Source: an optimization exercise on an open RTL-to-GDS flow (aim: small area and a short achievable clock period). Production flows keep margins and buffers that such runs may drop.
In this exercise RTL edits were held to simulation tests only and were not proved equivalent to the original.
Power and IR drop assume default switching activity.

[flow/flow/run.sh]
#!/bin/bash
# Own layout flow: the standard ORFS flow with these changes:
#  2. ports are buffered with sky130_fd_sc_hd__buf_1.
# Each tool's output goes to a log file in the work folder.
set -euo pipefail
W=$(pwd)
export MF_FLOW="$W/flow"
export BUFFER_PORTS_ARGS="-buffer_cell sky130_fd_sc_hd__buf_1"
make -C "$FLOW_HOME" DESIGN_CONFIG="$W/config.mk" WORK_HOME="$W/orfs" CLKGATE_MAP_FILE= \
  SYNTH_SCRIPT="$W/flow/synth.tcl" synth > "$W/synth.log" 2>&1
bash "$W/standard.sh" > "$W/layout.log" 2>&1
test -f "$W/out/final.def"
[flow/flow/area.abc]
strash
dc2
dch -f
map -a
strash
dch -f
map -a
topo
[flow/flow/cells_map.v]
// Hand mapping of the design's leaf modules onto library cells.
module mf_aoi222 (input a1, a2, b1, b2, c1, c2, output y);
  sky130_fd_sc_hd__a222oi_1 _TECHMAP_REPLACE_ (.A1(a1), .A2(a2), .B1(b1), .B2(b2), .C1(c1), .C2(c2), .Y(y));
endmodule
module mf_fa (input a, b, c, output s, co);
  sky130_fd_sc_hd__fa_1 _TECHMAP_REPLACE_ (.A(a), .B(b), .CIN(c), .SUM(s), .COUT(co));
endmodule
module mf_ha (input a, b, output s, co);
  sky130_fd_sc_hd__ha_1 _TECHMAP_REPLACE_ (.A(a), .B(b), .SUM(s), .COUT(co));
endmodule
module mf_maj (input a, b, c, output y);
  sky130_fd_sc_hd__maj3_1 _TECHMAP_REPLACE_ (.A(a), .B(b), .C(c), .X(y));
endmodule
// done = ~p[31] & past, in_img = ~p[31] & ~past, with
// past = (p[30:18] != 0 | p[17:0] >= 238220), as a shallow gate network:
// past = o1 | o2 | t1 | t2 | f & h with
//   o1 | o2 = p[30:18] != 0,  e0 = p17 p16 p15,  t1 = e0 p14,
//   t2 = e0 p13 (p12 | p11 | p10),  f = e0 p13 p9,
//   h = p8 | p7 (p6 | p5 | p4 | p3 p2)
module mf_bound (input [31:0] p, output done, in_img);
  wire e0n, fn, r3, r2, c32, n1, n2, n3, n4, n5, p8n;
  wire o1, o2, t1, t2, w, f, k, a1, a2, h, a, g;
  sky130_fd_sc_hd__nand3_1 g_e0n (.A(p[17]), .B(p[16]), .C(p[15]), .Y(e0n));
  sky130_fd_sc_hd__nand2_1 g_fn  (.A(p[13]), .B(p[9]), .Y(fn));
  sky130_fd_sc_hd__nor3_1  g_r3  (.A(p[12]), .B(p[11]), .C(p[10]), .Y(r3));
  sky130_fd_sc_hd__nor3_1  g_r2  (.A(p[6]), .B(p[5]), .C(p[4]), .Y(r2));
  sky130_fd_sc_hd__nand2_1 g_c32 (.A(p[3]), .B(p[2]), .Y(c32));
  sky130_fd_sc_hd__nor3_1  g_n1  (.A(p[18]), .B(p[19]), .C(p[20]), .Y(n1));
  sky130_fd_sc_hd__nor3_1  g_n2  (.A(p[21]), .B(p[22]), .C(p[23]), .Y(n2));
  sky130_fd_sc_hd__nor3_1  g_n3  (.A(p[24]), .B(p[25]), .C(p[26]), .Y(n3));
  sky130_fd_sc_hd__nor2_1  g_n4  (.A(p[27]), .B(p[28]), .Y(n4));
  sky130_fd_sc_hd__nor2_1  g_n5  (.A(p[29]), .B(p[30]), .Y(n5));
  sky130_fd_sc_hd__inv_1   g_p8n (.A(p[8]), .Y(p8n));
  sky130_fd_sc_hd__nand3_1 g_o1  (.A(n1), .B(n2), .C(n3), .Y(o1));
  sky130_fd_sc_hd__nand2_1 g_o2  (.A(n4), .B(n5), .Y(o2));
  sky130_fd_sc_hd__nor2b_1 g_t1  (.A(e0n), .B_N(p[14]), .Y(t1));
  sky130_fd_sc_hd__nor3b_1 g_t2  (.A(e0n), .B(r3), .C_N(p[13]), .Y(t2));
  sky130_fd_sc_hd__nand2_1 g_w   (.A(r2), .B(c32), .Y(w));
  sky130_fd_sc_hd__nor2_1  g_f   (.A(e0n), .B(fn), .Y(f));
  sky130_fd_sc_hd__nand2_1 g_k   (.A(p[7]), .B(w), .Y(k));
  sky130_fd_sc_hd__nor2_1  g_a1  (.A(o1), .B(o2), .Y(a1));
  sky130_fd_sc_hd__nor2_1  g_a2  (.A(t1), .B(t2), .Y(a2));
  sky130_fd_sc_hd__nand2_1 g_h   (.A(p8n), .B(k), .Y(h));
  sky130_fd_sc_hd__nand2_1 g_a   (.A(a1), .B(a2), .Y(a));
  sky130_fd_sc_hd__a21oi_1 g_g   (.A1(f), .A2(h), .B1(a), .Y(g));
  sky130_fd_sc_hd__nor2_1  g_done (.A(p[31]), .B(g), .Y(done));
  sky130_fd_sc_hd__nor2b_1 g_in  (.A(p[31]), .B_N(g), .Y(in_img));
endmodule
[flow/flow/synth.tcl]
proc synth {args} { yosys synth -nofsm -noshare {*}$args }
# As synth_recipe.tcl, except:
#  - after the first hierarchy pass, the design's leaf modules listed in
#    flow/cells_map.v are mapped onto the library cells given there;
#  - cells are mapped with the area-oriented ABC script flow/area.abc.
set ::mf_mapped 0
proc hierarchy {args} {
  yosys hierarchy {*}$args
  if { !$::mf_mapped } {
    set ::mf_mapped 1
    yosys techmap -map $::env(MF_FLOW)/cells_map.v
    yosys hierarchy {*}$args
  }
}
proc abc {args} {
  set i [lsearch -exact $args -script]
  set area [lreplace $args [expr {$i + 1}] [expr {$i + 1}] $::env(MF_FLOW)/area.abc]
  yosys abc {*}$area
}
source $::env(SCRIPTS_DIR)/synth.tcl
# left out here: clear keep_hierarchy, flatten, clean up, hide names made inside functions, write 1_2_yosys.v
[flow/standard.sh]
#!/bin/bash
# synth_recipe.tcl (not shown) runs the flow's synth.tcl, then flattens the netlist and writes it again
# the make line also repeats each setting of config.mk as NAME=value (left out here)
make -C /OpenROAD-flow-scripts/flow DESIGN_CONFIG=/design/flow/config.mk WORK_HOME=/design/flow/orfs CLKGATE_MAP_FILE= SYNTH_SCRIPT=/design/flow/synth_recipe.tcl "${@:-finish}"
[flow/config.mk]
export PLATFORM = sky130hd
export DESIGN_NAME = Median_Filter
export DESIGN_NICKNAME = Median_Filter
export VERILOG_FILES = /design/flow/design.v
export SDC_FILE = /design/flow/constraint.sdc
export NUM_CORES = 4
export LEC_CHECK = 0
export CAP_MARGIN = 20
export CORE_MARGIN = 2
export CORE_UTILIZATION = 40
export CTS_BUF_LIST = sky130_fd_sc_hd__clkbuf_2
export SLEW_MARGIN = 20
[flow/constraint.sdc]
create_clock -name core_clock -period 32.0 [get_ports {clk}]
set_input_delay 6.4000 -clock core_clock [delete_from_list [all_inputs] [get_ports {clk}]]
set_output_delay 6.4000 -clock core_clock [all_outputs]
set_load 0.01 [all_outputs]
[flow/design.v]
module Median_Filter#
  (parameter row = 554, col = 430)
  (input            clk,
  input signed[31:0]pixel,
  input       [7:0] data_in_0, data_in_1, data_in_2,
  input       [7:0] data_in_3, data_in_4, data_in_5,
  input       [7:0] data_in_6, data_in_7, data_in_8,
  output            done,
  output reg  [7:0]data_filtered);
  function gt8;
    input [7:0] a, b;
    integer i;
    begin
      gt8 = 1'b0;
      for (i = 0; i < 8; i = i + 1)
        gt8 = (a[i] & ~b[i]) | ((a[i] | ~b[i]) & gt8);
    end
  endfunction
  wire [17:0] p  = pixel[17:0];
  wire [16:0] q  = pixel[17:1];
  wire        p0 = pixel[0];
  wire p_lt_r;
  assign p_lt_r = (~p[17] & (~p[16] & (~p[15] & (~p[14] & (~p[13] & (~p[12] & (~p[11] & (~p[10] & (~p[9] | (~p[8] & (~p[7] & (~p[6] & (~p[5] | (~p[4] & (~p[3] | (~p[2] & ~p[1]))))))))))))))));
  wire p_lt_last;
  assign p_lt_last = (~p[17] | (~p[16] | (~p[15] | (~p[14] & (~p[13] | (~p[12] & (~p[11] & (~p[10] & (~p[9] & (~p[8] & (~p[7] & (~p[6] | (~p[5] | (~p[4] & (~p[3] & (~p[2] & ~p[1]))))))))))))))));
  wire in_img;
  mf_bound u_bound (.p(pixel), .done(done), .in_img(in_img));
  wire col_edge = in_img & (p_lt_r | ~p_lt_last);
  wire [12:0] nq = ~q[12:0];
  wire rw1 = ~p0;
  wire rw2 = q[14] ^ nq[12];
  wire rs3, rc3;
  mf_ha u_ha3 (.a(q[9]), .b(nq[7]), .s(rs3), .co(rc3));
  wire rs4, rc4;
  mf_ha u_ha4 (.a(q[10]), .b(nq[8]), .s(rs4), .co(rc4));
  wire rs5, rc5;
  mf_fa u_fa5 (.a(q[11]), .b(nq[9]), .c(q[5]), .s(rs5), .co(rc5));
  wire rs6, rc6;
  mf_ha u_ha6 (.a(nq[2]), .b(q[0]), .s(rs6), .co(rc6));
  wire rs7, rc7;
  mf_fa u_fa7 (.a(q[12]), .b(nq[10]), .c(q[6]), .s(rs7), .co(rc7));
  wire rs8, rc8;
  mf_ha u_ha8 (.a(nq[3]), .b(q[1]), .s(rs8), .co(rc8));
  wire rs9, rc9;
  mf_fa u_fa9 (.a(q[13]), .b(nq[11]), .c(q[7]), .s(rs9), .co(rc9));
  wire rs10, rc10;
  mf_ha u_ha10 (.a(nq[4]), .b(q[2]), .s(rs10), .co(rc10));
  wire rw11 = rw2 ^ q[8] ^ nq[5];
  wire rw12 = q[3] ^ q[0] ^ p0;
  wire rs13, rc13;
  mf_ha u_ha13 (.a(q[6]), .b(nq[4]), .s(rs13), .co(rc13));
  wire rs14, rc14;
  mf_ha u_ha14 (.a(q[7]), .b(nq[5]), .s(rs14), .co(rc14));
  wire rs15, rc15;
  mf_ha u_ha15 (.a(q[8]), .b(nq[6]), .s(rs15), .co(rc15));
  wire rs16, rc16;
  mf_fa u_fa16 (.a(rs3), .b(q[3]), .c(nq[0]), .s(rs16), .co(rc16));
  wire rs17, rc17;
  mf_fa u_fa17 (.a(rc3), .b(rs4), .c(q[4]), .s(rs17), .co(rc17));
  wire rs18, rc18;
  mf_fa u_fa18 (.a(rc4), .b(rs5), .c(rs6), .s(rs18), .co(rc18));
  wire rs19, rc19;
  mf_fa u_fa19 (.a(rc5), .b(rc6), .c(rs7), .s(rs19), .co(rc19));
  wire rs20, rc20;
  mf_fa u_fa20 (.a(rc7), .b(rc8), .c(rs9), .s(rs20), .co(rc20));
  wire rw21 = rc9 ^ rc10 ^ rw11;
  wire rs22, rc22;
  mf_ha u_ha22 (.a(q[2]), .b(nq[0]), .s(rs22), .co(rc22));
  wire rs23, rc23;
  mf_ha u_ha23 (.a(q[3]), .b(nq[1]), .s(rs23), .co(rc23));
  wire rs24, rc24;
  mf_ha u_ha24 (.a(q[4]), .b(nq[2]), .s(rs24), .co(rc24));
  wire rs25, rc25;
  mf_ha u_ha25 (.a(q[5]), .b(nq[3]), .s(rs25), .co(rc25));
  wire rs26, rc26;
  mf_fa u_fa26 (.a(rs13), .b(q[0]), .c(p0), .s(rs26), .co(rc26));
  wire rs27, rc27;
  mf_fa u_fa27 (.a(rc13), .b(rs14), .c(q[1]), .s(rs27), .co(rc27));
  wire rs28, rc28;
  mf_fa u_fa28 (.a(rc14), .b(rs15), .c(q[2]), .s(rs28), .co(rc28));
  wire rs29, rc29;
  mf_fa u_fa29 (.a(rc15), .b(rs16), .c(rw1), .s(rs29), .co(rc29));
  wire rs30, rc30;
  mf_fa u_fa30 (.a(rc16), .b(rs17), .c(nq[1]), .s(rs30), .co(rc30));
  wire rs31, rc31;
  mf_fa u_fa31 (.a(rc17), .b(rs18), .c(p0), .s(rs31), .co(rc31));
  wire rs32, rc32;
  mf_fa u_fa32 (.a(rc18), .b(rs19), .c(rs8), .s(rs32), .co(rc32));
  wire rs33, rc33;
  mf_fa u_fa33 (.a(rc19), .b(rs20), .c(rs10), .s(rs33), .co(rc33));
  wire rw34 = rc20 ^ rw21 ^ rw12;
  wire rs35, rc35;
  mf_ha u_ha35 (.a(q[0]), .b(p0), .s(rs35), .co(rc35));
  wire rs36, rc36;
  mf_ha u_ha36 (.a(q[1]), .b(rc35), .s(rs36), .co(rc36));
  wire rs37, rc37;
  mf_fa u_fa37 (.a(rs22), .b(rw1), .c(rc36), .s(rs37), .co(rc37));
  wire rs38, rc38;
  mf_fa u_fa38 (.a(rc22), .b(rs23), .c(rc37), .s(rs38), .co(rc38));
  wire rs39, rc39;
  mf_fa u_fa39 (.a(rc23), .b(rs24), .c(rc38), .s(rs39), .co(rc39));
  wire rs40, rc40;
  mf_fa u_fa40 (.a(rc24), .b(rs25), .c(rc39), .s(rs40), .co(rc40));
  wire rs41, rc41;
  mf_fa u_fa41 (.a(rc25), .b(rs26), .c(rc40), .s(rs41), .co(rc41));
  wire rs42, rc42;
  mf_fa u_fa42 (.a(rc26), .b(rs27), .c(rc41), .s(rs42), .co(rc42));
  wire rs43, rc43;
  mf_fa u_fa43 (.a(rc27), .b(rs28), .c(rc42), .s(rs43), .co(rc43));
  wire rs44, rc44;
  mf_ha u_ha44 (.a(rc28), .b(rs29), .s(rs44), .co(rc44));
  wire rw45 = rs44 | rc44;
  wire rs46, rc46;
  mf_ha u_ha46 (.a(rc29), .b(rs30), .s(rs46), .co(rc46));
  wire rw47 = rs46 | rc46;
  wire rs48, rc48;
  mf_ha u_ha48 (.a(rc30), .b(rs31), .s(rs48), .co(rc48));
  wire rw49 = rs48 | rc48;
  wire rs50, rc50;
  mf_ha u_ha50 (.a(rc31), .b(rs32), .s(rs50), .co(rc50));
  wire rw51 = rs50 | rc50;
  wire rs52, rc52;
  mf_ha u_ha52 (.a(rc32), .b(rs33), .s(rs52), .co(rc52));
  wire rw53 = rs52 | rc52;
  wire rw54 = rc33 ^ rw34;
  wire rw55 = (rs44 ~^ rc43) & (rs46 ~^ rw45) & (rs48 ~^ rw47) & (rs50 ~^ rw49) & (rs52 ~^ rw51) & (rw54 ~^ rw53);
  wire rw56 = rw55 & ~(rs41 & rs42 & rs43);
  wire rw57 = p0 & (&q[14:0]);
  wire rw58 = q[15] ^ rw57;
  wire rw59 = q[15] & rw57;
  wire rw60 = q[16] ^ rw59;
  wire rw61 = ~((~rs43 & (~rs42 & (~rs41 | (~rs40 | (~rs39 | (~rs38 & (~rs37 | (~rs36 | ~rs35)))))))));
  wire rw62 = ~((~rw60 & ~rw58));
  wire rw63 = ~((~rs43 & (~rs42 | (~rs41 | (~rs40 | (~rs39 & (~rs38 | (~rs37 | (~rs36 & ~rs35)))))))));
  wire rw64 = ~(~rw60);
  wire rw65 = ~((~rs43 | (~rs42 & (~rs41 | (~rs40 | (~rs39 & (~rs38 & (~rs37 & (~rs36 | ~rs35)))))))));
  wire rw66 = ~((~rw60 | ~rw58));
  wire rw67 = rw56 & (rw61 ~^ rw62) & (rw63 ~^ rw64) & (rw65 ~^ rw66);
  wire row_mult_ok = rw67;
  wire row_edge = in_img & row_mult_ok;
  wire [7:0] m0n, m1n, m2n, res;
  mf_med3n u_m0 (.a(data_in_0), .b(data_in_1), .c(data_in_2), .force_b(col_edge), .yn(m0n));
  mf_med3n u_m1 (.a(data_in_3), .b(data_in_4), .c(data_in_5), .force_b(col_edge), .yn(m1n));
  mf_med3n u_m2 (.a(data_in_6), .b(data_in_7), .c(data_in_8), .force_b(col_edge), .yn(m2n));
  mf_med3n u_mf (.a(m0n), .b(m1n), .c(m2n), .force_b(row_edge), .yn(res));
  always @(posedge clk)
    data_filtered <= res;
endmodule
module mf_med3n
  (input  [7:0] a, b, c,
   input        force_b,
   output [7:0] yn);
  function gt8;
    input [7:0] a, b;
    integer i;
    begin
      gt8 = 1'b0;
      for (i = 0; i < 8; i = i + 1)
        gt8 = (a[i] & ~b[i]) | ((a[i] | ~b[i]) & gt8);
    end
  endfunction
  wire gab = gt8(a, b);
  wire gbc = gt8(b, c);
  wire gac = gt8(a, c);
  wire sb = ~(gab ^ gbc) | force_b;
  wire sa = ~sb & (gab ^ gac);
  wire sc = ~sb & ~(gab ^ gac);
  genvar i;
  generate
    for (i = 0; i < 8; i = i + 1) begin : g_sel
      mf_aoi222 u_sel (.a1(sa), .a2(a[i]), .b1(sb), .b2(b[i]), .c1(sc), .c2(c[i]), .y(yn[i]));
    end
  endgenerate
endmodule
module mf_bound (input [31:0] p, output done, in_img);
  wire past = (|p[30:18]) | (p[17:0] >= 18'd238220);
  assign done   = ~p[31] & past;
  assign in_img = ~p[31] & ~past;
endmodule
module mf_fa (input a, b, c, output s, co);
  assign s  = a ^ b ^ c;
  assign co = (a & b) | (a & c) | (b & c);
endmodule
module mf_ha (input a, b, output s, co);
  assign s  = a ^ b;
  assign co = a & b;
endmodule
module mf_maj (input a, b, c, output y);
  assign y = (a & b) | (a & c) | (b & c);
endmodule
module mf_aoi222
  (input a1, a2, b1, b2, c1, c2,
   output y);
  assign y = ~((a1 & a2) | (b1 & b2) | (c1 & c2));
endmodule
==> metrics.csv, run 1 <==
metric;value;unit
status;timing/DRC/antenna clean;
rsz0062_at_grt;false;
critPathMostFrequentCell;nand2_1;
clk_pin_slew;0.07;ns
cts_tree;done;
powerDensity;46.63;nW/um2
cts_setup_buffers;0;
drtPass1Iterations;6;
synth.avg_cell_area;7.076;um2
dp.cells;636;
fin_crit;13.76;ns
crit_path_max_fanout;7;
synth_top_cell_area_share;15.35;%
hold_viol_final;0;
cts.repair.resized;0;
irDropWorstVdd;42.21;uV
synth.ff_latch_count;8;
synth.distinct_cells;34;
clk_path_buf_depth;2;
relSlewSlack;46.59;%
antenna_found_initial;0;
first_global_vias;3472;
hp-class;primary input to flop;
cts.sinks;8;
finalSetupViolCount;0;
layout-drive-gt1-share;1.481;%
cts_root_buffer;clkbuf_2;
yosys_warnings;2;
placementRows;31;
htree_levels;1;
die-height;90.61;um
cts_buffers;3;
dp_hpwl;8.052;mm
yosys.area.top_type;fa_1;
grt_usage;22.57;%
wl_per_cell;14.62;um
final_antenna_net_count;0;
synth_nets;572;
cts_hold_buf;0;
finalMaxSlewViolations;0;
syn_area;3000;um2
drt-total-wl;9.345;mm
nets;690;
syn-instance-count;424;
startpoint_type;primary input;
port-buffer-count;113;
coreArea;7253;um2
regMostFlops;data_filtered;
synth.area.top_cells;fa_1 15%, clkinv_1 11%, a222oi_1 11%;
place_area;3548;um2
grt_max_degree;11;
critPathSlowestCell;nor3_1;
reg_top3;data_filtered (8);
areaGrowthSynthToFinish;18.77;%
largest_reg_flops;8;
final_cell_count_no_fill;639;
leakage;1.224;nW
design_area;3563;um2
cp-end-kind;output port;
diodes;0;
via_per_inst;5.682;
whs;6.734;ns
vias;3631;
drt_iter0_drc;232;
grt_pass1_wl;15.84;mm
yosysSeqAreaShare;5.338;%
arrival;7.36;ns
remaining_drc_errors;0;
place_congestion;0.8810;
die_area;8209;um2
critical_path_class;primary input to output port;
fill_cells;789;
pin_count;114;
max_stage_delay;0.22;ns
fin_setup_tns;0;ns
tightest_slew;0.8012;ns
maxCapViolCount;0;
worstPathCellList;buf_1, nor3_1, nand2_1, nand2_1, nand2_1, a21oi_1, nor2_1, buf_1;
period_share;43.01;%
grt-ovfl-total;0;
initial_utilization;41.37;%
die_w;90.61;um
fmax;0.07266;GHz
required;25.60;ns
## metal layers
metal / global-route usage [%] / share of wire [%]
met5: 0 / 0
met4: 1.795 / 0
met3: 2.504 / 4.9
met2: 40.24 / 50
met1: 30.50 / 46
## cells in the mapped netlist
| master | number |
|---|---|
| a211oi_1 | 6 |
| a21o_2 | 1 |
| a21oi_1 | 26 |
| a221oi_1 | 4 |
| a222oi_1 | 32 |
| a22o_2 | 1 |
| a22oi_1 | 22 |
| a31o_2 | 1 |
| a31oi_1 | 4 |
| a32oi_1 | 1 |
| clkinv_1 | 87 |
| dfxtp_1 | 8 |
| fa_1 | 23 |
| ha_1 | 20 |
| inv_1 | 1 |
| nand2_1 | 38 |
| nand3_1 | 7 |
| nand4_1 | 4 |
| nor2_1 | 32 |
| nor2b_1 | 2 |
| nor3_1 | 10 |
| nor3b_1 | 1 |
| nor4_1 | 1 |
| o2111ai_1 | 2 |
| o211ai_1 | 7 |
| o21a_1 | 1 |
| o21ai_0 | 22 |
| o21bai_1 | 1 |
| o221ai_1 | 14 |
| o22ai_1 | 25 |
| o31ai_1 | 1 |
| or2_2 | 2 |
| xnor2_1 | 9 |
| xor2_1 | 8 |
## worst paths after layout
path	slack, ns	cells after the start	startpoint	end
max	18.24	8	pixel[6]	done
min	6.73	3	data_in_8[0]	data_filtered[0]$_DFF_P_
## placed cells by master, fill, tap and decap left out, types with 10 or more instances in the layout
cell type | synthesis | final
nor3_1 | 10 | 10
nand2_1 | 38 | 38
a222oi_1 | 32 | 32
buf_1 | 0 | 113
a22oi_1 | 22 | 22
fa_1 | 23 | 23
ha_1 | 20 | 20
a21oi_1 | 26 | 26
o21ai_0 | 22 | 22
nor2_1 | 32 | 32
clkinv_1 | 87 | 87
o22ai_1 | 25 | 25
o221ai_1 | 14 | 14
## power breakdown
part | switching (mW) | total (mW) | internal [mW]
clock network | 0.00369 | 0.00625 | 0.00256
logic | 0.0857 | 0.141 | 0.0556
registers | 0.00194 | 0.0186 | 0.0166
total | 0.0914 | 0.166 | 0.0748
## final cells by class
cell class	count	area [um2]	share of cell area (%)
flip-flops and latches	8	160.2	4.494
inverters	88	330.3	9.270
repair buffers	113	424.2	11.90
multi-input cells	328	2510	70.44
well taps	99	123.9	3.476
clock buffers	3	15.01	0.4213
## per-stage QoR
stage | util (%) | setup WS, ns | power [mW]
floorplan | - | 18.60 | 0.1195
global placement | 48.92 | 18.25 | 0.1579
detailed placement | 48.92 | 18.25 | 0.1580
CTS | 49.13 | 18.24 | 0.1658
global route | 49.13 | 18.09 | 0.1868
finish | 49.13 | 18.24 | 0.1662
## logic make-up (layout without fill, tap and decap cells)
kind of cell,after synthesis,in the layout,share of synthesized area (%)
compound gates,171,171,41.28
simple gates,97,97,13.72
buf+inv,88,204,11.01
fa+ha+maj,43,43,23.69
xor+xnor,17,17,4.963
flops,8,8,5.338
## critical path, delay by kind of cell
family / cells / cell delay, ns
AND/OR/NAND/NOR: 5 / 0.48
AO/OA/AOI/OAI: 1 / 0.16
buffers and inverters: 2 / 0.32
==> run 2, diff against run 1 <==
==> flow/design.v (replaced) <==
module Median_Filter#
  (parameter row = 554, col = 430)
  (input            clk,
  input signed[31:0]pixel,
  input       [7:0] data_in_0, data_in_1, data_in_2,
  input       [7:0] data_in_3, data_in_4, data_in_5,
  input       [7:0] data_in_6, data_in_7, data_in_8,
  output            done,
  output reg  [7:0]data_filtered);
  function gt8;
    input [7:0] a, b;
    integer i;
    begin
      gt8 = 1'b0;
      for (i = 0; i < 8; i = i + 1)
        gt8 = (a[i] & ~b[i]) | ((a[i] | ~b[i]) & gt8);
    end
  endfunction
  wire [17:0] p  = pixel[17:0];
  wire [16:0] q  = pixel[17:1];
  wire        p0 = pixel[0];
  wire p_lt_r;
  assign p_lt_r = (~p[17] & (~p[16] & (~p[15] & (~p[14] & (~p[13] & (~p[12] & (~p[11] & (~p[10] & (~p[9] | (~p[8] & (~p[7] & (~p[6] & (~p[5] | (~p[4] & (~p[3] | (~p[2] & ~p[1]))))))))))))))));
  wire p_lt_last;
  assign p_lt_last = (~p[17] | (~p[16] | (~p[15] | (~p[14] & (~p[13] | (~p[12] & (~p[11] & (~p[10] & (~p[9] & (~p[8] & (~p[7] & (~p[6] | (~p[5] | (~p[4] & (~p[3] & (~p[2] & ~p[1]))))))))))))))));
  wire in_img;
  mf_bound u_bound (.p(pixel), .done(done), .in_img(in_img));
  wire col_edge = in_img & (p_lt_r | ~p_lt_last);
  wire [14:0] nq = ~q[14:0];
  wire np0 = ~p0;
  wire ry1;
  mf_and2 u_and21 (.a(q[0]), .b(np0), .y(ry1));
  wire ry2;
  mf_maj u_maj2 (.a(q[1]), .b(np0), .c(ry1), .y(ry2));
  wire ry3;
  mf_maj u_maj3 (.a(q[2]), .b(nq[0]), .c(ry2), .y(ry3));
  wire ry4;
  mf_xnor2 u_xnor24 (.a(q[3]), .b(nq[1]), .y(ry4));
  wire ry5;
  mf_or2 u_or25 (.a(q[3]), .b(nq[1]), .y(ry5));
  wire ry6;
  mf_and2 u_and26 (.a(ry4), .b(ry3), .y(ry6));
  wire rs7, rco7;
  mf_fa u_fa7 (.a(q[4]), .b(nq[2]), .c(ry5), .s(rs7), .co(rco7));
  wire ry8;
  mf_and2 u_and28 (.a(rs7), .b(ry6), .y(ry8));
  wire ry9;
  mf_xnor2 u_xnor29 (.a(q[5]), .b(nq[3]), .y(ry9));
  wire ry10;
  mf_or2 u_or210 (.a(q[5]), .b(nq[3]), .y(ry10));
  wire ry11;
  mf_maj u_maj11 (.a(ry9), .b(rco7), .c(ry8), .y(ry11));
  wire rs12, rco12;
  mf_fa u_fa12 (.a(q[6]), .b(q[0]), .c(p0), .s(rs12), .co(rco12));
  wire rs13, rco13;
  mf_fa u_fa13 (.a(nq[4]), .b(ry10), .c(rs12), .s(rs13), .co(rco13));
  wire ry14;
  mf_and2 u_and214 (.a(rs13), .b(ry11), .y(ry14));
  wire rs15, rco15;
  mf_fa u_fa15 (.a(q[7]), .b(q[1]), .c(nq[5]), .s(rs15), .co(rco15));
  wire rs16, rco16;
  mf_fa u_fa16 (.a(rco12), .b(rs15), .c(rco13), .s(rs16), .co(rco16));
  wire ry17;
  mf_and2 u_and217 (.a(rs16), .b(ry14), .y(ry17));
  wire rs18, rco18;
  mf_fa u_fa18 (.a(q[8]), .b(q[2]), .c(nq[6]), .s(rs18), .co(rco18));
  wire rs19, rco19;
  mf_fa u_fa19 (.a(rco15), .b(rs18), .c(rco16), .s(rs19), .co(rco19));
  wire ry20;
  mf_and2 u_and220 (.a(rs19), .b(ry17), .y(ry20));
  wire rs21, rco21;
  mf_fa u_fa21 (.a(q[9]), .b(q[3]), .c(nq[7]), .s(rs21), .co(rco21));
  wire rs22, rco22;
  mf_fa u_fa22 (.a(nq[0]), .b(np0), .c(rco18), .s(rs22), .co(rco22));
  wire rs23, rco23;
  mf_fa u_fa23 (.a(rs21), .b(rs22), .c(rco19), .s(rs23), .co(rco23));
  wire rs24, rco24;
  mf_fa u_fa24 (.a(q[10]), .b(q[4]), .c(nq[8]), .s(rs24), .co(rco24));
  wire rs25, rco25;
  mf_fa u_fa25 (.a(nq[1]), .b(rco21), .c(rs24), .s(rs25), .co(rco25));
  wire rs26, rco26;
  mf_fa u_fa26 (.a(rco22), .b(rs25), .c(rco23), .s(rs26), .co(rco26));
  wire rs27, rco27;
  mf_fa u_fa27 (.a(q[11]), .b(q[5]), .c(q[0]), .s(rs27), .co(rco27));
  wire rs28, rco28;
  mf_fa u_fa28 (.a(p0), .b(nq[9]), .c(nq[2]), .s(rs28), .co(rco28));
  wire rs29, rco29;
  mf_fa u_fa29 (.a(rs27), .b(rco24), .c(rs28), .s(rs29), .co(rco29));
  wire rs30, rco30;
  mf_fa u_fa30 (.a(rco25), .b(rs29), .c(rco26), .s(rs30), .co(rco30));
  wire rs31, rco31;
  mf_fa u_fa31 (.a(q[12]), .b(q[6]), .c(q[1]), .s(rs31), .co(rco31));
  wire rs32, rco32;
  mf_fa u_fa32 (.a(nq[10]), .b(nq[3]), .c(rco27), .s(rs32), .co(rco32));
  wire rs33, rco33;
  mf_fa u_fa33 (.a(rs31), .b(rco28), .c(rs32), .s(rs33), .co(rco33));
  wire rs34, rco34;
  mf_fa u_fa34 (.a(rco29), .b(rs33), .c(rco30), .s(rs34), .co(rco34));
  wire rs35, rco35;
  mf_fa u_fa35 (.a(q[13]), .b(q[7]), .c(q[2]), .s(rs35), .co(rco35));
  wire rs36, rco36;
  mf_fa u_fa36 (.a(nq[11]), .b(nq[4]), .c(rco31), .s(rs36), .co(rco36));
  wire rs37, rco37;
  mf_fa u_fa37 (.a(rs35), .b(rco32), .c(rs36), .s(rs37), .co(rco37));
  wire rs38, rco38;
  mf_fa u_fa38 (.a(rco33), .b(rs37), .c(rco34), .s(rs38), .co(rco38));
  wire rs39, rco39;
  mf_fa u_fa39 (.a(q[14]), .b(q[8]), .c(q[3]), .s(rs39), .co(rco39));
  wire rs40, rco40;
  mf_fa u_fa40 (.a(q[0]), .b(p0), .c(nq[12]), .s(rs40), .co(rco40));
  wire rs41, rco41;
  mf_fa u_fa41 (.a(nq[5]), .b(rco35), .c(rs39), .s(rs41), .co(rco41));
  wire rs42, rco42;
  mf_fa u_fa42 (.a(rs40), .b(rco36), .c(rs41), .s(rs42), .co(rco42));
  wire rs43, rco43;
  mf_fa u_fa43 (.a(rco37), .b(rs42), .c(rco38), .s(rs43), .co(rco43));
  wire rs44, rco44;
  mf_fa u_fa44 (.a(q[15]), .b(q[9]), .c(q[4]), .s(rs44), .co(rco44));
  wire rs45, rco45;
  mf_fa u_fa45 (.a(q[1]), .b(nq[13]), .c(nq[6]), .s(rs45), .co(rco45));
  wire rs46, rco46;
  mf_fa u_fa46 (.a(rco39), .b(rs44), .c(rco40), .s(rs46), .co(rco46));
  wire rs47, rco47;
  mf_fa u_fa47 (.a(rs45), .b(rco41), .c(rs46), .s(rs47), .co(rco47));
  wire rs48, rco48;
  mf_fa u_fa48 (.a(rco42), .b(rs47), .c(rco43), .s(rs48), .co(rco48));
  wire rt48 = q[16] ^ q[10] ^ q[5];
  wire rt49 = q[2] ^ nq[14] ^ nq[7];
  wire rt50 = rco44 ^ rt48 ^ rco45;
  wire rt51 = rt49 ^ rco46 ^ rt50;
  wire rt52 = rco47 ^ rt51 ^ rco48;
  wire row_mult_ok = (rs23 ~^ ry20) & (rs26 ~^ rs23) & (rs30 ~^ rs26) & (rs34 ~^ rs30) & (rs38 ~^ rs34) & (rs43 ~^ rs38) & (rs48 ~^ rs43) & (rt52 ~^ rs48);
  wire row_edge = in_img & row_mult_ok;
  wire [7:0] m0n, m1n, m2n, res;
  mf_med3n u_m0 (.a(data_in_0), .b(data_in_1), .c(data_in_2), .force_b(col_edge), .yn(m0n));
  mf_med3n u_m1 (.a(data_in_3), .b(data_in_4), .c(data_in_5), .force_b(col_edge), .yn(m1n));
  mf_med3n u_m2 (.a(data_in_6), .b(data_in_7), .c(data_in_8), .force_b(col_edge), .yn(m2n));
  mf_med3n u_mf (.a(m0n), .b(m1n), .c(m2n), .force_b(row_edge), .yn(res));
  always @(posedge clk)
    data_filtered <= res;
endmodule
module mf_med3n
  (input  [7:0] a, b, c,
   input        force_b,
   output [7:0] yn);
  function gt8;
    input [7:0] a, b;
    integer i;
    begin
      gt8 = 1'b0;
      for (i = 0; i < 8; i = i + 1)
        gt8 = (a[i] & ~b[i]) | ((a[i] | ~b[i]) & gt8);
    end
  endfunction
  wire gab = gt8(a, b);
  wire gbc = gt8(b, c);
  wire gac = gt8(a, c);
  wire sb = ~(gab ^ gbc) | force_b;
  wire sa = ~sb & (gab ^ gac);
  wire sc = ~sb & ~(gab ^ gac);
  genvar i;
  generate
    for (i = 0; i < 8; i = i + 1) begin : g_sel
      mf_aoi222 u_sel (.a1(sa), .a2(a[i]), .b1(sb), .b2(b[i]), .c1(sc), .c2(c[i]), .y(yn[i]));
    end
  endgenerate
endmodule
module mf_bound (input [31:0] p, output done, in_img);
  wire past = (|p[30:18]) | (p[17:0] >= 18'd238220);
  assign done   = ~p[31] & past;
  assign in_img = ~p[31] & ~past;
endmodule
module mf_fa (input a, b, c, output s, co);
  assign s  = a ^ b ^ c;
  assign co = (a & b) | (a & c) | (b & c);
endmodule
module mf_ha (input a, b, output s, co);
  assign s  = a ^ b;
  assign co = a & b;
endmodule
module mf_and2 (input a, b, output y);
  assign y = a & b;
endmodule
module mf_or2 (input a, b, output y);
  assign y = a | b;
endmodule
module mf_xnor2 (input a, b, output y);
  assign y = ~(a ^ b);
endmodule
module mf_xor2 (input a, b, output y);
  assign y = a ^ b;
endmodule
module mf_maj (input a, b, c, output y);
  assign y = (a & b) | (a & c) | (b & c);
endmodule
module mf_aoi222
  (input a1, a2, b1, b2, c1, c2,
   output y);
  assign y = ~((a1 & a2) | (b1 & b2) | (c1 & c2));
endmodule
==> flow/flow/run.sh (replaced) <==
#!/bin/bash
# Own layout flow: the standard ORFS flow with these changes:
#  2. ports are buffered with sky130_fd_sc_hd__buf_1;
#  3. timing repair aims at a setup slack of 18.35 ns instead of 0, so that it
#     speeds up the short combinational path to `done` (e.g. by sizing the
#     port buffers that drive it).
# Each tool's output goes to a log file in the work folder.
set -euo pipefail
W=$(pwd)
export MF_FLOW="$W/flow"
export BUFFER_PORTS_ARGS="-buffer_cell sky130_fd_sc_hd__buf_1"
export SETUP_SLACK_MARGIN=18.35
make -C "$FLOW_HOME" DESIGN_CONFIG="$W/config.mk" WORK_HOME="$W/orfs" CLKGATE_MAP_FILE= \
  SYNTH_SCRIPT="$W/flow/synth.tcl" synth > "$W/synth.log" 2>&1
bash "$W/standard.sh" > "$W/layout.log" 2>&1
test -f "$W/out/final.def"
--- a/flow/flow/cells_map.v
+++ b/flow/flow/cells_map.v
@@ -46,3 +46,15 @@
   sky130_fd_sc_hd__nor2_1  g_done (.A(p[31]), .B(g), .Y(done));
   sky130_fd_sc_hd__nor2b_1 g_in  (.A(p[31]), .B_N(g), .Y(in_img));
 endmodule
+module mf_and2 (input a, b, output y);
+  sky130_fd_sc_hd__and2_0 _TECHMAP_REPLACE_ (.A(a), .B(b), .X(y));
+endmodule
+module mf_or2 (input a, b, output y);
+  sky130_fd_sc_hd__or2_0 _TECHMAP_REPLACE_ (.A(a), .B(b), .X(y));
+endmodule
+module mf_xor2 (input a, b, output y);
+  sky130_fd_sc_hd__xor2_1 _TECHMAP_REPLACE_ (.A(a), .B(b), .X(y));
+endmodule
+module mf_xnor2 (input a, b, output y);
+  sky130_fd_sc_hd__xnor2_1 _TECHMAP_REPLACE_ (.A(a), .B(b), .Y(y));
+endmodule
==> run 2 against run 1 <==
Net effect:
- flip-flop and latch count did not move
- combinational power fell by 6%
- routed wire length is 5.3% lower
- global-route usage decreased by 0.94 points
- via count down 2.5%
- critical endpoint unchanged
- design area down 0.63%
- final cell count fell by 3.9%
- sequential share of layout area about the same
- count of clock-buffer cells in the layout stayed put
- area after synthesis shrank 3.5%
- total power fell by 5.7%
- critical path depth did not move
==> metrics.csv, run 2 <==
metric;value;unit
cp_num_buf_inv;2;
seqPwrFrac;11.2;%
wl_per_cell;14.41;um
period_share;42.68;%
cts.sinks;8;
cts_setup_buffers;0;
placementRows;31;
synth.avg_cell_area;7.275;um2
yosysSeqAreaShare;5.532;%
drtPass1Iterations;6;
final_cell_mix;102 x buf_1, 86 x clkinv_1, 35 x fa_1, 33 x nand2_1, 32 x a222oi_1;
fin_crit;13.66;ns
synth.ff_latch_count;8;
synth_top_cell_area_share;24.20;%
die_area;7934;um2
relSlewSlack;27.53;%
tightest_slew;1.076;ns
clk_pin_slew;0.07;ns
powerDensity;44.25;nW/um2
die-height;89.08;um
finalMaxSlewViolations;0;
async_reset_ff_share;0;%
path_delay_family;simple AND/OR/NAND/NOR gates;
syn-instance-count;398;
cts_root_buffer;clkbuf_2;
combPwrFrac;85.1;%
areaGrowthSynthToFinish;22.30;%
required;25.60;ns
dp_hpwl;7.585;mm
worstPathCellList;buf_2, nor3_4, nor3b_2, nor2_1, nand2_1, a21oi_2, nor2_1, buf_2;
antenna_found_initial;0;
cts_buffers;3;
vias;3542;
synth_ff_type;dfxtp_1;
htree_levels;1;
crit_path_max_fanout;5;
yosys_warnings;2;
status;timing/DRC/antenna clean;
layout-drive-gt1-share;4.854;%
yosysMostFrequentCell;clkinv_1;
clk_path_buf_depth;2;
cts_hold_buf;0;
synth-edff-count;0;
synth.distinct_cells;32;
hold_viol_final;0;
grt_usage;21.63;%
grt_max_degree;11;
fill_cells;747;
leakage;1.144;nW
cts_tree;done;
net-switching-power;84.78;uW
diodes;0;
finalSetupViolCount;0;
rsz0062_at_grt;true;
startpoint_type;primary input;
critPathSlowestCell;nor3_4;
hp-class;primary input to flop;
critical_path_class;primary input to output port;
remaining_drc_errors;0;
irDropWorstVdd;17.23;uV
pin_count;114;
first_global_vias;3136;
swShare;54.11;%
max_stage_delay;0.19;ns
fin_setup_tns;0;ns
die_w;89.08;um
via_per_inst;5.769;
yosys.area.top_type;fa_1;
maxCapViolCount;0;
initial_utilization;40.57;%
drt-total-wl;8.846;mm
drt_iter0_drc;260;
arrival;7.26;ns
largest_reg_flops;8;
regArea;160.2;um2
synth.area.top_cells;fa_1 24%, clkinv_1 11%, a222oi_1 11%;
p_int;71.89;uW
syn_area;2895;um2
reg_top3;data_filtered (8);
final_antenna_net_count;0;
grt-ovfl-total;0;
multiInputGateArea;2462;um2
coreArea;7137;um2
fmax;0.07323;GHz
final_common_cell;buf_1;
synth_common_cells;86 x clkinv_1, 35 x fa_1, 33 x nand2_1, 32 x a222oi_1, 30 x o22ai_1;
cp-end-kind;output port;
nets;657;
regMostFlops;data_filtered;
port-buffer-count;113;
post-route-util;49.61;%
synth_nets;538;
place_congestion;0.9726;
pwr-share-clk;3.7;%
grt_pass1_wl;13.99;mm
## run 2: logic make-up (layout without fill, tap and decap cells)
group                    count (synthesis)  in the layout  synth area share [%]
AO/OA/AOI/OAI                          158            158                 39.11
AND/OR/NAND/NOR                         90             90                 13.70
buffers and inverters                   87            204                 11.28
adder cells (fa/ha/maj)                 38             38                 25.24
XOR/XNOR                                17             17                 5.143
flip-flops                               8              8                 5.531
## run 2: routing by layer
layer	GRT usage, %	vias to the layer above	share of wire, %
li1	-	1746	-
met1	30.09	1631	45
met2	37.79	161	48
met3	0.8310	4	6.5
met4	4.342	0	0.50
met5	0	-	0
## run 2: power groups by stage
stage / combinational [mW] / clock [mW] / sequential [mW]
6_report: 0.133 / 0.00575 / 0.0176
5_1_grt: 0.151 / 0.00617 / 0.0180
4_1_cts: 0.132 / 0.00592 / 0.0176
3_5_place_dp: 0.131 / 0 / 0.0178
3_3_place_gp: 0.129 / 0 / 0.0179
2_1_floorplan: 0.0926 / 0 / 0.0206
## run 2: final timing paths
kind                         start                       end  slack, ns  cells after the start
worst max-delay path     pixel[11]                      done      18.34                      8
worst min-delay path  data_in_8[7]  data_filtered[7]$_DFF_P_       6.77                      3
## run 2: what timing repair did
item | CTS | global route
setup endpoints to repair | 1 | 1
pin swaps | 2 | 2
gates resized for setup | 20 | 5
hold endpoints to repair | 0 | 0
## run 2: layout make-up
type,count,share of cell area [%]
Sequential cell,8,4.523
Multi-Input combinational cell,303,69.54
Tap cell,99,3.498
Clock buffer,3,0.4240
Timing Repair Buffer,114,12.79
Inverter,87,9.223
## run 2: metrics by stage
stage / hold WS (ns) / power, mW / std cells / worst slack [ns] / cell area (um2)
6_report: 6.771 / 0.1567 / 614 / 18.34 / 3541
5_1_grt: 6.759 / 0.1749 / 614 / 18.26 / 3541
4_1_cts: 6.734 / 0.1559 / 614 / 18.35 / 3517
3_5_place_dp: 6.786 / 0.1490 / 611 / 18.19 / 3451
3_3_place_gp: 6.789 / 0.1464 / 611 / 18.22 / 3451
2_1_floorplan: 6.704 / 0.1132 / 398 / 18.60 / 2895
## run 2: worst min-delay path: cells and delay by family
family	cells	cell delay, ns
AOI/OAI and AO/OA	2	0.41
buffers and inverters	1	0.11
==> run 3, diff against run 2 <==
==> flow/flow/run.sh (replaced) <==
#!/bin/bash
# Own layout flow: the standard ORFS flow with these changes:
#  2. ports are buffered with sky130_fd_sc_hd__buf_1;
#  3. timing repair aims at a setup slack of 18.55 ns instead of 0, so that it
#     speeds up the short combinational path to `done` (e.g. by sizing the
#     port buffers that drive it).
# Each tool's output goes to a log file in the work folder.
set -euo pipefail
W=$(pwd)
export MF_FLOW="$W/flow"
export BUFFER_PORTS_ARGS="-buffer_cell sky130_fd_sc_hd__buf_1"
export SETUP_SLACK_MARGIN=18.55
make -C "$FLOW_HOME" DESIGN_CONFIG="$W/config.mk" WORK_HOME="$W/orfs" CLKGATE_MAP_FILE= \
  SYNTH_SCRIPT="$W/flow/synth.tcl" synth > "$W/synth.log" 2>&1
bash "$W/standard.sh" > "$W/layout.log" 2>&1
test -f "$W/out/final.def"
==> run 3 against run 2 <==
Net effect:
- still clean
- flip-flop and latch count is the same
- area after synthesis is the same
- total power grew 0.30%
- maximum frequency grew 0.14%
- synthesized cell count is the same
- critical endpoint unchanged
- highest routed layer unchanged
==> metrics.csv, run 3 <==
metric;value;unit
final_antenna_net_count;0;
remaining_drc_errors;0;
drt_iter0_drc;250;
reg_top3;data_filtered (8);
clk_pin_slew;0.07;ns
cp-end-kind;output port;
arrival;7.24;ns
status;timing/DRC/antenna clean;
regMostFlops;data_filtered;
synth_nets;538;
multiInputGateArea;2461;um2
pwr-share-clk;3.7;%
yosysMostFrequentCell;clkinv_1;
syn-instance-count;398;
place_area;3451;um2
net-switching-power;84.55;uW
port-buffer-count;113;
design_area;3565;um2
clk_path_buf_depth;2;
irDropWorstVdd;17.43;uV
finalWorstSetupSlack;18.36;ns
p_int;72.59;uW
cp_num_buf_inv;2;
worstPathCellList;buf_1, nor3_1, nand3_1, nor2_2, nand2_1, a21oi_2, nor2_1, buf_2;
fill_cells;737;
yosysSeqAreaShare;5.532;%
first_global_vias;3132;
tightest_slew;0.9612;ns
htree_levels;1;
swShare;53.81;%
path_delay_family;simple AND/OR/NAND/NOR gates;
required;25.60;ns
synth.ff_latch_count;8;
die-height;89.08;um
synth_common_cells;86 x clkinv_1, 35 x fa_1, 33 x nand2_1, 32 x a222oi_1, 30 x o22ai_1;
rsz0062_at_grt;true;
cts_hold_buf;0;
final_cell_mix;100 x buf_1, 86 x clkinv_1, 35 x fa_1, 33 x nand2_1, 32 x a222oi_1;
drtPass1Iterations;9;
drt-total-wl;8.839;mm
coreArea;7137;um2
fin_crit;13.64;ns
antenna_found_initial;0;
synth_ff_type;dfxtp_1;
whs;6.716;ns
synth.avg_cell_area;7.275;um2
grt_max_degree;11;
synth.area.top_cells;fa_1 24%, clkinv_1 11%, a222oi_1 11%;
cts_setup_buffers;0;
cts.sinks;8;
synth-edff-count;0;
synth_top_cell_area_share;24.20;%
wl_per_cell;14.40;um
combPwrFrac;85.1;%
hold_viol_final;0;
relSlewSlack;35.24;%
async_reset_ff_share;0;%
areaGrowthSynthToFinish;23.12;%
layout-drive-gt1-share;5.243;%
maxCapViolCount;0;
final_common_cell;buf_1;
finalSetupViolCount;0;
leakage;1.158;nW
largest_reg_flops;8;
synth.distinct_cells;32;
grt_usage;21.63;%
post-route-util;49.95;%
place_congestion;0.9726;
finalMaxSlewViolations;0;
critical_path_class;primary input to output port;
powerDensity;44.08;nW/um2
seqPwrFrac;11.2;%
grt_pass1_wl;13.99;mm
cts_root_buffer;clkbuf_2;
pin_count;114;
initial_utilization;40.57;%
fin_setup_tns;0;ns
diodes;0;
fmax;0.07333;GHz
max_stage_delay;0.18;ns
critPathSlowestCell;nor3_1;
preCtsSetupSlack;18.19;ns
grt-ovfl-total;0;
via_per_inst;5.762;
period_share;42.62;%
finalPower;157.1;uW
cts_buffers;3;
yosys_warnings;2;
yosys.area.top_type;fa_1;
die_w;89.08;um
dp_hpwl;7.585;mm
regArea;160.2;um2
syn_area;2895;um2
nets;657;
placementRows;31;
startpoint_type;primary input;
cts_tree;done;
crit_path_max_fanout;2;
hp-class;primary input to flop;
vias;3538;
die_area;7934;um2
dp.cells;611;
final_cell_count_no_fill;614;
run 3: area by class of cell:
type	instances	share of cell area, %
inverter	87	9.161
timing repair buffer	114	13.41
clock buffer	3	0.4212
tap	99	3.475
sequential	8	4.493
multi-input combinational	303	69.04
run 3: worst min-delay path, cell delays in order:
cell,delay (ns)
buf_1,0.11
a222oi_1,0.12
a222oi_1,0.25
run 3: logic make-up after synthesis:
logic type      after synthesis  share of synthesized area (%)
compound gates              158                          39.11
simple gates                 90                          13.70
buf+inv                      87                          11.28
fa+ha+maj                    38                          25.24
xor+xnor                     17                          5.143
flops                         8                          5.531
run 3: per-layer routing:
metal	share of wire, %	routed length, um	vias up	GRT usage (%)
met5	0	0	-	0
met4	0.50	44	0	4.342
met3	6.3	560	4	0.8310
met2	48	4254	158	37.79
met1	45	3979	1637	30.09
li1	-	-	1739	-
run 3: repair_timing:
action,CTS,global route
endpoints found under the setup margin,1,9
pin swaps,6,8
cloned,0,0
resized for setup,23,13
run 3: path summary, 6_finish.rpt:
check,cells after the start,to,from
setup / recovery,8,done,pixel[18]
hold / removal,3,data_filtered[7]$_DFF_P_,data_in_8[7]
run 3: power groups by stage:
stage / registers, mW / logic, mW / clock network, mW
final: 0.0176 / 0.134 / 0.00583
after global routing: 0.0180 / 0.152 / 0.00617
after CTS: 0.0176 / 0.132 / 0.00592
after detailed placement: 0.0178 / 0.131 / 0
after global placement: 0.0179 / 0.129 / 0
after floorplan: 0.0206 / 0.0926 / 0
==> run 4, diff against run 3 <==
==> flow/flow/run.sh (replaced) <==
#!/bin/bash
# Own layout flow: the standard ORFS flow with these changes:
#  2. ports are buffered with sky130_fd_sc_hd__buf_1.
# Each tool's output goes to a log file in the work folder.
set -euo pipefail
W=$(pwd)
export MF_FLOW="$W/flow"
export BUFFER_PORTS_ARGS="-buffer_cell sky130_fd_sc_hd__buf_1"
make -C "$FLOW_HOME" DESIGN_CONFIG="$W/config.mk" WORK_HOME="$W/orfs" CLKGATE_MAP_FILE= \
  SYNTH_SCRIPT="$W/flow/synth.tcl" synth > "$W/synth.log" 2>&1
bash "$W/standard.sh" > "$W/layout.log" 2>&1
test -f "$W/out/final.def"
==> run 4 against run 3 <==
Net effect:
- via count about the same
- design area decreased by 2.8%
- sequential power about the same
- synthesized cell count unchanged
- worst setup slack got worse by 0.17 ns
- routed wire length decreased by 1.1%
- maximum frequency decreased by 1.2%
- total power decreased by 1.0%
- hold slack improved by 0.011 ns
- final cell count unchanged
- critical path type unchanged
- highest routed layer unchanged
==> metrics.csv, run 4 <==
metric;value;unit
final_cell_mix;113 x buf_1, 86 x clkinv_1, 35 x fa_1, 33 x nand2_1, 32 x a222oi_1;
pin_count;114;
drt-total-wl;8.742;mm
cts_setup_buffers;0;
required;25.60;ns
post-route-util;48.56;%
yosys_warnings;2;
preCtsSetupSlack;18.19;ns
finalWorstSetupSlack;18.19;ns
synth-edff-count;0;
first_global_vias;3099;
antenna_found_initial;0;
synth_compound_area_share;39.11;%
finalPower;155.6;uW
coreArea;7137;um2
final_antenna_net_count;0;
remaining_drc_errors;0;
syn_area;2895;um2
startpoint_type;primary input;
grt_max_degree;11;
nets;657;
cts_root_buffer;clkbuf_2;
synth_top_family_by_area;compound AO/OA/AOI/OAI gates;
final_cell_count_no_fill;614;
relSlewSlack;25.69;%
largest_reg_flops;8;
fmax;0.07243;GHz
regMostFlops;data_filtered;
drt_iter0_drc;230;
min_from;data_in_8[7];
yosysSeqAreaShare;5.532;%
via_per_inst;5.757;
syn-instance-count;398;
initial_utilization;40.57;%
reg_top3;data_filtered (8);
fill_cells;755;
synth.distinct_cells;32;
placementRows;31;
layout-drive-gt1-share;0.9709;%
cts.repair.resized;0;
whs;6.727;ns
synth.area.top_cells;fa_1 24%, clkinv_1 11%, a222oi_1 11%;
synth.avg_cell_area;7.275;um2
synth.ff_latch_count;8;
leakage;1.100;nW
wl_per_cell;14.24;um
die_area;7934;um2
cts_tree;done;
synthMuxAreaShare;0;%
grt_pass1_wl;13.81;mm
synth-simple-area-share;13.70;%
tightest_slew;1.103;ns
place_area;3451;um2
synthXorXnorAreaFrac;5.143;%
finalSetupViolCount;0;
period_share;43.14;%
drtPass1Iterations;9;
yosys.area_share.adder;25.24;%
powerDensity;44.88;nW/um2
cts.sinks;8;
vias;3535;
cts_hold_buf;0;
maxCapViolCount;0;
clk_path_buf_depth;2;
cts_buffers;3;
die-height;89.08;um
finalMaxSlewViolations;0;
status;timing/DRC/antenna clean;
async_reset_ff_share;0;%
critPathLaunch;pixel[3];
areaGrowthSynthToFinish;19.71;%
yosys.area.top_type;fa_1;
rsz0062_at_grt;false;
fin_crit;13.81;ns
cp-end-kind;output port;
synth_ff_type;dfxtp_1;
hold_viol_final;0;
diodes;0;
synth_common_cells;86 x clkinv_1, 35 x fa_1, 33 x nand2_1, 32 x a222oi_1, 30 x o22ai_1;
arrival;7.41;ns
dp_hpwl;7.585;mm
dp.cells;611;
grt_usage;21.38;%
place_congestion;0.9726;
die_w;89.08;um
final_common_cell;buf_1;
yosysMostFrequentCell;clkinv_1;
hp-class;primary input to flop;
crit_path_max_fanout;8;
htree_levels;1;
irDropWorstVdd;17.17;uV
grt-ovfl-total;0;
fin_setup_tns;0;ns
synth_nets;538;
design_area;3466;um2
clk_pin_slew;0.07;ns
synth_top_cell_area_share;24.20;%
port-buffer-count;113;
critical_path_class;primary input to output port;
-- run 4: cell counts after synthesis --
Identical to the previous run, type by type.
-- run 4: routing by layer --
| layer | wire length (um) | global-route usage (%) |
|---|---|---|
| met1 | 4010 | 29.73 |
| met2 | 4133 | 37.45 |
| met3 | 527 | 0.8310 |
| met4 | 70 | 4.071 |
| met5 | 0 | 0 |
-- run 4: worst max-delay path, stage by stage --
cell and delay (ns):
buf_1 0.36, nand2_1 0.11, nand2_1 0.09, nand2_1 0.06, nand2_1 0.08, a21oi_1 0.07
nor2_1 0.08, buf_1 0.15
-- run 4: cell type report --
type                    instances  area (um2)  share of cell area, %
inverters                      87       326.6                  9.422
well taps                      99       123.9                  3.574
flip-flops and latches          8       160.2                  4.621
repair buffers                114       431.7                  12.45
multi-input cells             303        2409                  69.49
clock buffers                   3       15.01                 0.4332
-- run 4: logic make-up (layout without fill, tap and decap cells) --
logic type      count (synthesis)  in the layout
fa+ha+maj                      38             38
flops                           8              8
xor+xnor                       17             17
compound gates                158            158
buf+inv                        87            204
simple gates                   90             90
-- run 4: worst paths after layout --
check,end,slack (ns),cells past startpoint
worst min-delay path,data_filtered[7]$_DFF_P_,6.73,3
worst max-delay path,done,18.19,8
-- run 4: power breakdown --
group / switching, mW / leakage [nW] / internal [mW] / total (mW)
clock network: 0.00317 / 0.0125 / 0.00255 / 0.00572
registers: 0.00137 / 0.0675 / 0.0162 / 0.0176
logic: 0.0796 / 1.02 / 0.0526 / 0.132
total: 0.0842 / 1.10 / 0.0714 / 0.156
==> run 5, diff against run 4 <==
--- a/flow/config.mk
+++ b/flow/config.mk
@@ -9,4 +9,7 @@
 export CORE_MARGIN = 2
 export CORE_UTILIZATION = 40
 export CTS_BUF_LIST = sky130_fd_sc_hd__clkbuf_2
+export CTS_CLUSTER_DIAMETER = 200
+export CTS_CLUSTER_SIZE = 10
+export GPL_TIMING_DRIVEN = 0
 export SLEW_MARGIN = 20
==> run 5 against run 4 <==
Net effect:
- still clean on timing, DRC and antenna
- clock power is 2% lower
- routed wire length increased by 1.7%
- design area is 0.22% lower
- flip-flop and latch count unchanged
- sequential power hardly changed
- combinational power is essentially flat
- final cell count decreased by 0.16%
- critical path depth unchanged
- largest cell class unchanged
==> metrics.csv, run 5 <==
metric;value;unit
status;timing/DRC/antenna clean;
die_w;89.08;um
crit_path_max_fanout;8;
synth.distinct_cells;32;
regMostFlops;data_filtered;
holdPathStages;3;
clk_path_buf_depth;2;
rsz0062_at_grt;false;
fin_setup_tns;0;ns
hp-class;primary input to flop;
cts_root_buffer;clkbuf_2;
synth_top_cell_area_share;24.20;%
startpoint_type;primary input;
dp_hpwl;7.610;mm
fill_cells;765;
finalSetupViolCount;0;
grt-ovfl-total;0;
first_global_vias;3147;
via_per_inst;5.819;
maxCapViolCount;0;
critical_path_class;primary input to output port;
cts_buffers;3;
drt-met1-wl;4.028;mm
cts_tree;done;
fin_crit;13.84;ns
synth.area.top_cells;fa_1 24%, clkinv_1 11%, a222oi_1 11%;
wl_met3;533;um
holdPathEnd;data_filtered[7]$_DFF_P_;
syn-instance-count;398;
antenna_found_initial;0;
yosys_warnings;2;
post-route-util;48.46;%
leakage;1.095;nW
placementRows;31;
initial_utilization;40.57;%
areaGrowthSynthToFinish;19.45;%
wl_met2;4.280;mm
synth_ff_type;dfxtp_1;
cts.sinks;8;
clk_pin_slew;0.07;ns
powerDensity;44.98;nW/um2
relSlewSlack;29.56;%
finalPower;155.6;uW
max_stage_delay;0.38;ns
final_cell_mix;113 x buf_1, 86 x clkinv_1, 35 x fa_1, 33 x nand2_1, 32 x a222oi_1;
port-buffer-count;113;
arrival;7.44;ns
synth_common_cells;86 x clkinv_1, 35 x fa_1, 33 x nand2_1, 32 x a222oi_1, 30 x o22ai_1;
dp.cells;610;
drt-total-wl;8.889;mm
cp-end-kind;output port;
wl_per_cell;14.50;um
nets;656;
critPathSlowestCell;buf_1;
yosysSeqAreaShare;5.532;%
vias;3567;
synth.ff_latch_count;8;
fmax;0.07224;GHz
htree_levels;1;
synth-edff-count;0;
diodes;0;
period_share;43.26;%
finalMaxSlewViolations;0;
critPathMostFrequentCell;nand2_1;
async_reset_ff_share;0;%
remaining_drc_errors;0;
min_from;data_in_8[7];
cts.repair.resized;0;
final_common_cell;buf_1;
pin_count;114;
tightest_slew;1.046;ns
cts_setup_buffers;0;
coreArea;7137;um2
die_area;7934;um2
worstPathCellList;buf_1, nand2_1, nand2_1, nand2_1, nand2_1, a21oi_1, nor2_1, buf_1;
final_antenna_net_count;0;
cts_hold_buf;0;
hold_viol_final;0;
place_congestion;0.9978;
die-height;89.08;um
top_layer;met4;
required;25.60;ns
synth.avg_cell_area;7.275;um2
syn_area;2895;um2
yosys.area.top_type;fa_1;
yosysMostFrequentCell;clkinv_1;
drt_iter0_drc;281;
synth_nets;538;
largest_reg_flops;8;
irDropWorstVdd;23.80;uV
layout-drive-gt1-share;0.7782;%
grt_pass1_wl;14.12;mm
grt_usage;21.83;%
final_cell_count_no_fill;613;
grt_max_degree;11;
reg_top3;data_filtered (8);
drtPass1Iterations;6;
## run 5: cell counts after synthesis
No cell type changed its count.
## run 5: how the worst max path moves through the flow
stage / start / end / slack (ns) / cells after the start
floorplan: pixel[15] / done / 18.60 / 6
global placement: pixel[3] / done / 18.17 / 8
detailed placement: pixel[15] / done / 18.16 / 8
CTS: pixel[15] / done / 18.15 / 8
global route: pixel[15] / done / 18.04 / 8
finish: pixel[3] / done / 18.16 / 8
## run 5: routing by layer
layer	vias up	GRT usage (%)
met5	-	0
met4	0	3.256
met3	4	0.8310
met2	143	39.01
met1	1677	30.10
li1	1743	-
## run 5: report_power, final
group | internal, mW | leakage [nW] | switching (mW) | total [mW]
registers | 0.0162 | 0.0675 | 0.00142 | 0.0176
clock network | 0.00255 | 0.0125 | 0.00306 | 0.00561
logic | 0.0523 | 1.01 | 0.0800 | 0.132
total | 0.0711 | 1.09 | 0.0845 | 0.156
## run 5: layout make-up
cell class / instances / area [um2] / area share [%]
Multi-Input combinational cell: 303 / 2409 / 69.65
Timing Repair Buffer: 113 / 424.2 / 12.26
Inverter: 87 / 326.6 / 9.443
Sequential cell: 8 / 160.2 / 4.631
Tap cell: 99 / 123.9 / 3.582
Clock buffer: 3 / 15.01 / 0.4342
## run 5: logic make-up (layout without fill, tap and decap cells)
group           after synthesis  count (layout)  synth area share (%)
compound gates              158             158                 39.11
xor+xnor                     17              17                 5.143
fa+ha+maj                    38              38                 25.24
buf+inv                      87             203                 11.28
flops                         8               8                 5.531
simple gates                 90              90                 13.70
## run 5: worst max-delay path, delay by kind of cell
family / cells / cell delay (ns)
AOI/OAI and AO/OA: 1 / 0.08
and+or+nand+nor: 5 / 0.42
buffers and inverters: 2 / 0.53
## run 5: stage by stage
stage | area [um2] | worst slack [ns] | hold slack (ns)
3_3_place_gp | 3443 | 18.17 | 6.788
4_1_cts | 3458 | 18.15 | 6.726
3_5_place_dp | 3443 | 18.16 | 6.786
5_1_grt | 3458 | 18.04 | 6.783
2_1_floorplan | 2895 | 18.60 | 6.704
6_report | 3458 | 18.16 | 6.724
==> run 6, diff against run 5 <==
--- a/flow/design.v
+++ b/flow/design.v
@@ -129,7 +129,7 @@
   wire rt50 = rco44 ^ rt48 ^ rco45;
   wire rt51 = rt49 ^ rco46 ^ rt50;
   wire rt52 = rco47 ^ rt51 ^ rco48;
-  wire row_mult_ok = (rs23 ~^ ry20) & (rs26 ~^ rs23) & (rs30 ~^ rs26) & (rs34 ~^ rs30) & (rs38 ~^ rs34) & (rs43 ~^ rs38) & (rs48 ~^ rs43) & (rt52 ~^ rs48);
+  wire row_mult_ok = (ry20 & rs23 & rs26 & rs30 & rs34 & rs38 & rs43 & rs48 & rt52) | ~(ry20 | rs23 | rs26 | rs30 | rs34 | rs38 | rs43 | rs48 | rt52);
   wire row_edge = in_img & row_mult_ok;
   wire [7:0] m0n, m1n, m2n, res;
   mf_med3n u_m0 (.a(data_in_0), .b(data_in_1), .c(data_in_2), .force_b(col_edge), .yn(m0n));
--- a/flow/config.mk
+++ b/flow/config.mk
@@ -9,7 +9,4 @@
 export CORE_MARGIN = 2
 export CORE_UTILIZATION = 40
 export CTS_BUF_LIST = sky130_fd_sc_hd__clkbuf_2
-export CTS_CLUSTER_DIAMETER = 200
-export CTS_CLUSTER_SIZE = 10
-export GPL_TIMING_DRIVEN = 0
 export SLEW_MARGIN = 20
==> run 6 against run 5 <==
Net effect:
- hold slack improved by 0.034 ns
- combinational power barely moved
- clock power barely moved
- total power fell by 1.0%
- flip-flop and latch count did not move
- routed wire length rose by 1.2%
- first-iteration DRC count rose by 5.7%
- largest cell class unchanged
- via count fell by 1.0%
- design area fell by 0.25%
- sequential power barely moved
- count of clock-buffer cells in the layout did not move
==> metrics.csv, run 6 <==
metric;value;unit
grt.busiest_layer;met2;
finalMaxSlewViolations;0;
clk_pin_slew;0.07;ns
powerDensity;44.65;nW/um2
drtPass1Iterations;8;
fill_cells;715;
cts_buffers;3;
worstPathCellList;buf_1, nand3_1, nor3b_1, nor2_1, nand2_1, a21oi_1, nor2_1, buf_1;
diodes;0;
required;25.60;ns
met2_usage;37.79;%
hold_viol_final;0;
cts.repair.resized;0;
placementRows;30;
cts_hold_buf;0;
antenna_found_initial;0;
grtUsageMet3;1.662;%
rsz0062_at_grt;false;
startpoint_type;primary input;
yosys.area.top_type;fa_1;
via_per_inst;5.913;
synth-edff-count;0;
drt-total-wl;8.998;mm
areaGrowthSynthToFinish;19.56;%
multiInputGateArea;2410;um2
htree_levels;1;
period_share;43.15;%
cp-endpoint;done;
finalSetupViolCount;0;
preCtsSetupSlack;18.19;ns
cp-end-kind;output port;
fin_crit;13.81;ns
status;timing/DRC/antenna clean;
path_delay_family;simple AND/OR/NAND/NOR gates;
wl_per_cell;15.07;um
finalWorstSetupSlack;18.19;ns
irDropWorstVdd;20.65;uV
drt_iter0_drc;297;
syn_area;2885;um2
nets;643;
synth.distinct_cells;37;
coreArea;6869;um2
grt_pass1_wl;14.29;mm
fin_setup_tns;0;ns
remaining_drc_errors;0;
leakage;1.074;nW
hp-class;primary input to flop;
synth.avg_cell_area;7.514;um2
die_area;7909;um2
final_antenna_net_count;0;
cts_root_buffer;clkbuf_2;
place_area;3430;um2
yosysSeqAreaShare;5.551;%
pin_count;114;
maxCapViolCount;0;
fmax;0.07242;GHz
regArea;160.2;um2
async_reset_ff_share;0;%
tightest_slew;0.9791;ns
synth_ff_type;dfxtp_1;
critPathSlowestCell;buf_1;
clk_path_buf_depth;2;
syn-instance-count;384;
final_cell_count_no_fill;597;
synth.area.top_cells;fa_1 24%, a222oi_1 11%, clkinv_1 11%;
regMostFlops;data_filtered;
design_area;3450;um2
cts_setup_buffers;0;
initial_utilization;42.00;%
port-buffer-count;113;
die_w;88.93;um
crit_path_max_fanout;5;
layout-drive-gt1-share;1.996;%
first_global_vias;3168;
cts.sinks;8;
cp_num_buf_inv;2;
grt-ovfl-total;0;
grt_max_degree;11;
cts_tree;done;
final_common_cell;buf_1;
synth.ff_latch_count;8;
vias;3530;
dp.cells;593;
dp_hpwl;7.574;mm
yosys_warnings;2;
max_stage_delay;0.23;ns
synth_nets;524;
synth_top_cell_area_share;24.28;%
yosysMostFrequentCell;clkinv_1;
use_met1;31.40;%
largest_reg_flops;8;
path_depth;8;
place_congestion;0.9173;
grt_usage;21.93;%
relSlewSlack;34.04;%
critical_path_class;primary input to output port;
final_cell_mix;113 x buf_1, 83 x clkinv_1, 35 x fa_1, 32 x a222oi_1, 27 x nand2_1;
synth_common_cells;83 x clkinv_1, 35 x fa_1, 32 x a222oi_1, 27 x nand2_1;
arrival;7.41;ns
reg_top3;data_filtered (8);
die-height;88.93;um
critPathLaunch;pixel[15];
[run 6: cell types whose count changed after synthesis, moves of 4 or more]
cell      change
o221ai_1      +4
o22ai_1       -4
nand3_1       -6
a21oi_1       +6
nand2_1       -6
o21ai_0       -9
[run 6: through the flow]
| step | hold WS, ns | util (%) | total power [mW] |
|---|---|---|---|
| floorplan | 6.704 | - | 0.1102 |
| global placement | 6.786 | 49.93 | 0.1442 |
| detailed placement | 6.789 | 49.93 | 0.1466 |
| CTS | 6.739 | 50.15 | 0.1535 |
| global route | 6.823 | 50.22 | 0.1732 |
| finish | 6.758 | 50.22 | 0.1540 |
[run 6: kinds of logic after synthesis]
| logic type | after synthesis | synth area share, % |
|---|---|---|
| compound gates | 156 | 39.72 |
| buf+inv | 84 | 10.93 |
| xor+xnor | 17 | 5.160 |
| flops | 8 | 5.551 |
| fa+ha+maj | 39 | 25.67 |
| simple gates | 80 | 12.97 |
[run 6: worst min path at each step]
stage                                     endpoint  slack, ns  depth (start not counted)                startpoint
final                     data_filtered[0]$_DFF_P_       6.76                          3              data_in_8[0]
after global routing      data_filtered[7]$_DFF_P_       6.82                          3              data_in_5[7]
after CTS                 data_filtered[0]$_DFF_P_       6.74                          3              data_in_8[0]
after detailed placement          data_filtered[2]       6.79                          1  data_filtered[2]$_DFF_P_
after global placement            data_filtered[3]       6.79                          1  data_filtered[3]$_DFF_P_
after floorplan                   data_filtered[0]       6.70                          0  data_filtered[0]$_DFF_P_
[run 6: area by class of cell]
class / count / area share, %
clock buffer: 3 / 0.4353
tap: 96 / 3.482
timing repair buffer: 114 / 12.44
sequential: 8 / 4.643
multi-input combinational: 292 / 69.86
inverter: 84 / 9.140
[run 6: routing by layer]
layer	part of all wire [%]	wire length (um)	vias to the layer above
met5	0	0	-
li1	-	-	1714
met2	48	4317	156
met4	0.61	55	0
met1	44	3979	1656
met3	7.2	646	4
[run 6: power breakdown]
group | internal [mW] | total, mW | switching, mW
sequential | 0.0164 | 0.0178 | 0.00134
clock | 0.00255 | 0.00564 | 0.00309
combinational | 0.0522 | 0.131 | 0.0784

-- static timing again, ports no longer ideal --
How much do the figures lean on ideal ports? The routed layouts below were timed once more, with nothing changed but the port constraints.
Step 1: set_driving_cell puts a clkbuf_16 on clk and a buf_2 on each other input, an assumption about the parent block.
Step 2 also shifts input and output timing later by t, the mid clock arrival at the registers, as if the neighbouring blocks saw the same clock.
Three values: ideal, step 1, step 2; two values: the first two.
| run | t (ns) | slack for setup (ns) |
|---|---|---|
| run 1 | 0.259 | 18.237 / 18.216 / 18.216 |
| run 2 | 0.249 | 18.344 / 18.323 / 18.323 |
| run 3 | 0.251 | 18.363 / 18.334 / 18.334 |
| run 4 | 0.249 | 18.194 / 18.171 / 18.171 |
| run 5 | 0.243 | 18.157 / 18.136 / 18.136 |
| run 6 | 0.240 | 18.191 / 18.168 / 18.168 |
After both steps setup and hold are still met in every run listed.
